Context: an optimization exercise on an open-source flow, tuned for small area. The choices shown serve that exercise and are no tape-out recipe. RTL that was checked went through simulation tests only; none was proved equivalent to the original. The clock input has no modelled driver; a real chip could not lean on it and would need a root buffer or a full tree. Power is estimated from default activity; no workload was simulated.

==> trial 4: inputs <==
==> flow/design.v <==
module top_level
  (input wire clk, reset,
   input wire [7:0] d,
   output wire servo, pwm,
   output wire [7:0] leds
  );
  reg [2:0] s_hi;
  reg       s_lo31;
  always @(posedge clk, posedge reset)
    if (reset) begin
      s_hi   <= 3'd0;
      s_lo31 <= 1'b0;
    end else begin
      s_hi   <= d[7:5];
      s_lo31 <= &d[4:0];
    end
  genvar i;
  generate
    for (i = 0; i < 8; i = i + 1) begin : g_leds
      assign leds[i] = (s_hi > i) || ((s_hi == i) && s_lo31);
    end
  endgenerate
  reg [5:0] c;
  reg [5:0] q;
  reg [6:0] a;
  reg [4:0] b;
  wire [11:0] ab = {b, a};
  wire c1  = (~c[0] & c[1] & ~c[3] & c[4]);
  wire c2  = (~c[1] & c[2] & ~c[4] & c[5]);
  wire c3  = (c[0] & ~c[2] & c[3] & ~c[5]);
  wire c48 = (~c[0] & c[1] & c[2] & c[3] & ~c[4]);
  wire q1  = (~q[0] & ~q[1] & ~q[2] & ~q[3] & ~q[5]);
  wire q2  = (q[0] & ~q[1] & ~q[2] & ~q[4] & q[5]);
  wire q7  = (q[0] & ~q[1] & q[2] & q[3] & q[4] & q[5]);
  wire q23 = (~q[0] & q[1] & q[2] & ~q[3] & ~q[5]);
  wire qx  = (~q[0] & q[1] & ~q[2] & ~q[3] & ~q[4]) | (~q[0] & ~q[1] & ~q[2] & ~q[3] & q[4]);
  wire rt   = c1 & q1;
  wire fire = c2 & q2 & (ab[0] & ab[1] & ab[2] & ab[3] & ab[4] & ~ab[5] & ~ab[6] & ~ab[7] & ab[8] & ab[9] & ~ab[10] & ab[11]);
  always @(posedge clk, posedge reset)
    if (reset)
      c <= 6'd59;
    else
      c <= {c[4], c[3], c[2], c[1], c[0], ((c[5] ^ c[4]) | c48)};
  always @(posedge clk, posedge reset)
    if (reset)
      q <= 6'd8;
    else
      q <= {q[4], q[3], (q[2] | q1), q[1], q[0], (q[5] ^ q[4])};
  always @(posedge clk, posedge reset)
    if (reset) begin
      a <= 7'd102;
      b <= 5'd6;
    end else begin
      a <= {a[5], a[4], a[3], a[2], (a[1] & ~fire), a[0], ~(a[6] ^ a[2])};
      b <= {b[3], b[2], b[1], (b[0] | fire), ~(b[4] ^ b[1])};
    end
  reg [1:0] succ;
  reg       servo_reg;
  wire      hit = c48 & ~qx & (d > 8'd75);
  always @(posedge clk, posedge reset)
    if (reset) begin
      succ      <= 2'd0;
      servo_reg <= 1'b0;
    end else if (rt) begin
      succ      <= 2'd0;
      servo_reg <= succ[1] & ~succ[0];
    end else if (hit)
      succ <= {succ[1] | succ[0], ~succ[1]};
  assign servo = servo_reg;
  reg dsel;         
  reg pwm_reg;
  always @(posedge clk)
    if (rt & ~pwm_reg)
      dsel <= servo_reg;
  wire off1 = c3 & q23 & (~ab[4] & ~ab[5] & ~ab[8]);
  wire off0 = c3 & q7 & (ab[0] & ~ab[1] & ~ab[4]);
  always @(posedge clk, posedge reset)
    if (reset)
      pwm_reg <= 1'b0;
    else if (fire)
      pwm_reg <= 1'b1;
    else if (dsel ? off1 : off0)
      pwm_reg <= 1'b0;
  assign pwm = pwm_reg;
endmodule
==> flow/flow/run.sh <==
#!/bin/bash
# The standard layout, with two changes:
#  - each port's buffer is a sky130_fd_sc_hd__buf_1 (buffer_ports -buffer_cell)
#  - the clock tree is a single clock buffer between the clock port and all
#    registers (flow/cts_hook.tcl, sourced by ORFS before its CTS command)
set -euo pipefail
export BUFFER_PORTS_ARGS="-buffer_cell sky130_fd_sc_hd__buf_1"
export PRE_CTS_TCL="$PWD/flow/cts_hook.tcl"
bash standard.sh finish > standard_flow.log 2>&1
==> flow/flow/cts_hook.tcl <==
# Sourced by ORFS's cts.tcl just before it runs clock_tree_synthesis: the
# design has few registers, so one buffer (buf_12), placed at the centre of
# the registers it drives, replaces the H-tree.
rename clock_tree_synthesis _orfs_clock_tree_synthesis
proc clock_tree_synthesis { args } {
  set block [ord::get_db_block]
  set n 0; set sx 0; set sy 0
  foreach inst [$block getInsts] {
    if { [[$inst getMaster] isSequential] } {
      set bb [$inst getBBox]
      set sx [expr { $sx + ([$bb xMin] + [$bb xMax]) / 2 }]
      set sy [expr { $sy + ([$bb yMin] + [$bb yMax]) / 2 }]
      incr n
    }
  }
  set dbu [$block getDbUnitsPerMicron]
  set x [expr { double($sx) / $n / $dbu }]
  set y [expr { double($sy) / $n / $dbu }]
  puts "cts_hook: one buf_12 for $n registers at ($x, $y)"
  insert_buffer -buffer_cell sky130_fd_sc_hd__buf_12 -net clk -location [list $x $y] -buffer_name clkbuf_root -net_name clk_root
  set_propagated_clock [all_clocks]
}
==> flow/standard.sh <==
#!/bin/bash
# synth_recipe.tcl (not shown) runs the flow's synth.tcl, then flattens the netlist and writes it again
# the make line also repeats each setting of config.mk as NAME=value (left out here)
make -C /OpenROAD-flow-scripts/flow DESIGN_CONFIG=/design/flow/config.mk WORK_HOME=/design/flow/orfs CLKGATE_MAP_FILE= SYNTH_SCRIPT=/design/flow/synth_recipe.tcl "${@:-finish}"
==> flow/config.mk <==
export PLATFORM = sky130hd
export DESIGN_NAME = top_level
export DESIGN_NICKNAME = top_level
export VERILOG_FILES = /design/flow/design.v
export SDC_FILE = /design/flow/constraint.sdc
export NUM_CORES = 4
export LEC_CHECK = 0
export CAP_MARGIN = 0
export CORE_MARGIN = 2
export CORE_UTILIZATION = 40
export SLEW_MARGIN = 0
==> flow/constraint.sdc <==
create_clock -name core_clock -period 20.0 [get_ports {clk}]
set_input_delay 4.0000 -clock core_clock [delete_from_list [all_inputs] [get_ports {clk}]]
set_output_delay 4.0000 -clock core_clock [all_outputs]
set_load 0.01 [all_outputs]
==> build 22: changes against trial 4 <==
==> flow/design.v (replaced) <==
module top_level
  (input wire clk, reset,
   input wire [7:0] d,
   output wire servo, pwm,
   output wire [7:0] leds
  );
  reg [2:0] s_hi;
  reg       s_lo31;
  always @(posedge clk, posedge reset)
    if (reset) begin
      s_hi   <= 3'd0;
      s_lo31 <= 1'b0;
    end else begin
      s_hi   <= d[7:5];
      s_lo31 <= &d[4:0];
    end
  genvar i;
  generate
    for (i = 0; i < 8; i = i + 1) begin : g_leds
      assign leds[i] = (s_hi > i) || ((s_hi == i) && s_lo31);
    end
  endgenerate
  reg [5:0] c;
  reg [5:0] q;
  reg [6:0] a;
  reg [4:0] b;
  wire [11:0] ab = {b, a};
  wire c1  = (~c[0] & c[2] & ~c[3] & c[5]);
  wire c2  = (c[0] & ~c[1] & c[3] & ~c[4]);
  wire c3  = (c[1] & ~c[2] & c[4] & ~c[5]);
  wire c48 = (~c[0] & ~c[1] & c[2] & ~c[4] & c[5]);
  wire q1  = (q[0] & ~q[1] & ~q[2] & ~q[4] & q[5]);
  wire q2  = (~q[0] & q[1] & ~q[2] & ~q[3] & ~q[5]);
  wire q7  = (~q[0] & q[2] & ~q[4] & ~q[5]);
  wire q23 = (~q[0] & ~q[1] & ~q[2] & q[3] & ~q[4]);
  wire qx  = (q[0] & ~q[1] & q[3] & ~q[4] & q[5]) | (q[0] & ~q[1] & q[2] & q[3] & q[4] & ~q[5]);
  wire rt   = c1 & q1;                         
  wire fire = rt & (ab[0] & ab[1] & ab[2] & ~ab[3] & ~ab[4] & ab[5] & ab[6] & ab[7] & ab[8] & ab[9] & ab[10] & ~ab[11]);   
  always @(posedge clk, posedge reset)
    if (reset)
      c <= 6'd51;
    else
      c <= {c[4], c[3], c[2], (c[1] & ~c1), c[0], (c[5] ^ c[0])};
  always @(posedge clk, posedge reset)
    if (reset)
      q <= 6'd52;
    else
      q <= {q[4], q[3], q[2], q[1], q[0], ((q[5] ^ q[0]) & ~q23)};
  always @(posedge clk, posedge reset)
    if (reset) begin
      a <= 7'd105;
      b <= 5'd5;
    end else begin
      a <= {a[5], a[4], a[3], a[2], a[1], a[0], (~(a[6] ^ a[5]) & ~fire)};
      b <= {b[3], (b[2] & ~fire), b[1], b[0], ~(b[4] ^ b[2])};
    end
  reg [1:0] succ;
  reg       servo_reg;
  wire      hit = c48 & ~qx & (d > 8'd75);
  always @(posedge clk, posedge reset)
    if (reset) begin
      succ      <= 2'd0;
      servo_reg <= 1'b0;
    end else if (rt) begin
      succ      <= 2'd0;
      servo_reg <= succ[1] & ~succ[0];
    end else if (hit)
      succ <= {succ[1] | succ[0], ~succ[1]};
  assign servo = servo_reg;
  reg dsel;         
  reg pwm_reg;      
  always @(posedge clk)
    if (fire)
      dsel <= servo_reg;
  wire off1 = c3 & q23 & (~ab[2] & ~ab[3] & ab[6]);
  wire off0 = c3 & q7 & (ab[1] & ~ab[5] & ab[10]);
  always @(posedge clk, posedge reset)
    if (reset)
      pwm_reg <= 1'b0;
    else if (fire)
      pwm_reg <= 1'b1;
    else if (dsel ? off1 : off0)
      pwm_reg <= 1'b0;
  wire first = c2 & q2 & (ab[2] & ~ab[5] & ab[8]);
  assign pwm = pwm_reg & ~first;
endmodule
==> flow/flow/run.sh (replaced) <==
#!/bin/bash
# The standard layout with smaller port buffers and a flatter clock tree.
set -euo pipefail
export BUFFER_PORTS_ARGS="-buffer_cell sky130_fd_sc_hd__buf_1"
export CTS_ARGS="-sink_clustering_enable -sink_clustering_size 40 -sink_clustering_max_diameter 200 -buf_list sky130_fd_sc_hd__clkbuf_8 -root_buf sky130_fd_sc_hd__clkbuf_8 -dont_use_dummy_load -repair_clock_nets"
bash standard.sh finish > standard_flow.log 2>&1
--- a/flow/config.mk
+++ b/flow/config.mk
@@ -9,3 +9,3 @@
 export CORE_MARGIN = 2
-export CORE_UTILIZATION = 40
+export CORE_UTILIZATION = 70
 export SLEW_MARGIN = 0
removed: flow/flow/cts_hook.tcl
==> trial 36: changes against trial 4 <==
==> flow/design.v (replaced) <==
module top_level
  (input wire clk, reset,
   input wire [7:0] d,
   output wire servo, pwm,
   output wire [7:0] leds
  );
  reg [2:0] s_hi;
  reg       s_lo31;
  always @(posedge clk, posedge reset)
    if (reset) begin
      s_hi   <= 3'd0;
      s_lo31 <= 1'b0;
    end else begin
      s_hi   <= d[7:5];
      s_lo31 <= &d[4:0];
    end
  genvar i;
  generate
    for (i = 0; i < 8; i = i + 1) begin : g_leds
      assign leds[i] = (s_hi > i) || ((s_hi == i) && s_lo31);
    end
  endgenerate
  reg [5:0] c;
  reg [5:0] q;
  reg [6:0] a;
  reg [4:0] b;
  wire [11:0] ab = {b, a};
  wire c1  = (~c[0] & c[2] & ~c[3] & c[5]);
  wire c2  = (c[0] & ~c[1] & c[3] & ~c[4]);
  wire c3  = (c[1] & ~c[2] & c[4] & ~c[5]);
  wire c48 = (~c[0] & ~c[1] & c[2] & ~c[4] & c[5]);
  wire q1  = (q[0] & ~q[1] & ~q[2] & ~q[4] & q[5]);
  wire q2  = (~q[0] & q[1] & ~q[2] & ~q[3] & ~q[5]);
  wire q7  = (~q[0] & q[2] & ~q[4] & ~q[5]);
  wire q23 = (~q[0] & ~q[1] & ~q[2] & q[3] & ~q[4]);
  wire qx  = (q[0] & ~q[1] & q[3] & ~q[4] & q[5]) | (q[0] & ~q[1] & q[2] & q[3] & q[4] & ~q[5]);
  wire rt   = c1 & q1;                         
  wire fire = rt & (ab[0] & ab[1] & ab[2] & ~ab[3] & ~ab[4] & ab[5] & ab[6] & ab[7] & ab[8] & ab[9] & ab[10] & ~ab[11]);   
  always @(posedge clk, posedge reset)
    if (reset)
      c <= 6'd51;
    else
      c <= {c[4:0], c[5] ^ c[0]} ^ {3'd0, c1, 2'd0};
  always @(posedge clk, posedge reset)
    if (reset)
      q <= 6'd52;
    else
      q <= {q[4:0], q[5] ^ q[0]} ^ {5'd0, q23};
  always @(posedge clk, posedge reset)
    if (reset) begin
      a <= 7'd105;
      b <= 5'd5;
    end else begin
      a <= {a[5], a[4], a[3], a[2], a[1], a[0], (~(a[6] ^ a[5]) & ~fire)};
      b <= {b[3], (b[2] & ~fire), b[1], b[0], ~(b[4] ^ b[2])};
    end
  reg [1:0] succ;
  reg       servo_reg;
  always @(posedge clk, posedge reset)
    if (reset) begin
      succ      <= 2'd0;
      servo_reg <= 1'b0;
    end else if (rt) begin
      succ      <= 2'd0;
      servo_reg <= &succ;
    end else if (c48 && !qx && (d > 8'd75) && !(&succ))
      succ <= succ + 2'd1;
  assign servo = servo_reg;
  reg dsel;         
  reg pwm_reg;      
  always @(posedge clk)
    if (fire)
      dsel <= servo_reg;
  wire off1 = c3 & q23 & (~ab[2] & ~ab[3] & ab[6]);
  wire off0 = c3 & q7 & (ab[1] & ~ab[5] & ab[10]);
  always @(posedge clk, posedge reset)
    if (reset)
      pwm_reg <= 1'b0;
    else if (fire)
      pwm_reg <= 1'b1;
    else if (dsel ? off1 : off0)
      pwm_reg <= 1'b0;
  wire first = c2 & q2 & (ab[2] & ~ab[5] & ab[8]);
  assign pwm = pwm_reg & ~first;
endmodule
==> flow/run.sh (new file) <==
#!/bin/bash
# synth_recipe.tcl (not shown) runs the flow's synth.tcl, then flattens the netlist and writes it again
# the make line also repeats each setting of config.mk as NAME=value (left out here)
make -C /OpenROAD-flow-scripts/flow DESIGN_CONFIG=/design/flow/config.mk WORK_HOME=/design/flow/orfs CLKGATE_MAP_FILE= SYNTH_SCRIPT=/design/flow/synth_recipe.tcl finish
--- a/flow/config.mk
+++ b/flow/config.mk
@@ -7,5 +7,6 @@
 export LEC_CHECK = 0
-export CAP_MARGIN = 0
+export CAP_MARGIN = 20
 export CORE_MARGIN = 2
-export CORE_UTILIZATION = 40
-export SLEW_MARGIN = 0
+export CORE_UTILIZATION = 70
+export CTS_BUF_LIST = sky130_fd_sc_hd__clkbuf_4
+export SLEW_MARGIN = 20
removed: flow/flow/run.sh
removed: flow/flow/cts_hook.tcl
removed: flow/standard.sh
==> build 25: changes against trial 4 <==
--- a/flow/config.mk
+++ b/flow/config.mk
@@ -10,2 +10,3 @@
 export CORE_UTILIZATION = 40
+export PLACE_DENSITY = 0.7
 export SLEW_MARGIN = 0
==> results.txt <==
quantity                                                      build 22                 build 25                  trial 4                 trial 36
Result of the run                              complete, no violations  complete, no violations  complete, no violations  complete, no violations
Internal                                                      91.34 µW                 77.06 µW                 77.04 µW                 87.31 µW
CTS HTree Levels                                                     2                        -                        -                        2
Post-synthesis compound-gate area fraction                     0.07495                  0.06442                  0.06442                  0.06196
Clock latency on the worst-skew pair                           0.29 ns                  0.15 ns                  0.14 ns                  0.34 ns
Placement-stage cell area                                 0.001379 mm²             0.001344 mm²             0.001344 mm²             0.001529 mm²
X dimension of the die                                        46.57 µm                 59.31 µm                 59.31 µm                 46.97 µm
Gate count of the mapped netlist                                    99                       92                       92                       96
Clock buffers                                                        5                        -                        -                        7
Global-route wire length before repair                         3643 µm                  3470 µm                  3360 µm                  5106 µm
Initial standard-cell utilization of the core                   0.7429                   0.4109                   0.4109                   0.7486
Top layer in use                                                  met4                     met3                     met4                     met4
Met2 Track Usage GR                                             0.3861                   0.2386                   0.2041                   0.6055
Only the layout flow was run in build 22; the RTL was not checked for function there. In trial 4 and build 25 the design's own scripts or RTL, not TritonCTS, make the clock network.

==> separate check: timing with driven ports <==
The results above use ideal ports. As a check the final layouts listed here were re-extracted and re-timed, cells and wires unchanged.
Step 1: set_driving_cell puts a clkbuf_16 on clk and a buf_2 on each other input, an assumption about the parent block.
Step 2 adds t to the input delays and takes it off the output delays; t is the mean of the earliest and latest rising clock arrival at the registers after step 1. Input paths then give back, and output paths get back, about the clock's delay inside the block.
Three values: no drivers, after step 1, after step 2; two values: the first two.
| run | t (ns) | setup slack, ns | clock arrival spread, ns | worst register clock-pin slew, ns |
|---|---|---|---|---|
| trial 4 | 0.174 | 14.995 / 14.961 / 15.091 | 0.007 / 0.007 | 0.11 / 0.11 |
| build 22 | 0.301 | 14.334 / 14.310 / 14.611 | 0.016 / 0.016 | 0.07 / 0.07 |
| trial 36 | 0.351 | 13.980 / 13.956 / 14.307 | 0.014 / 0.014 | 0.10 / 0.10 |
| build 25 | 0.173 | 14.960 / 14.932 / 15.082 | 0.007 / 0.007 | 0.12 / 0.12 |
After both steps every run listed still meets setup and hold.
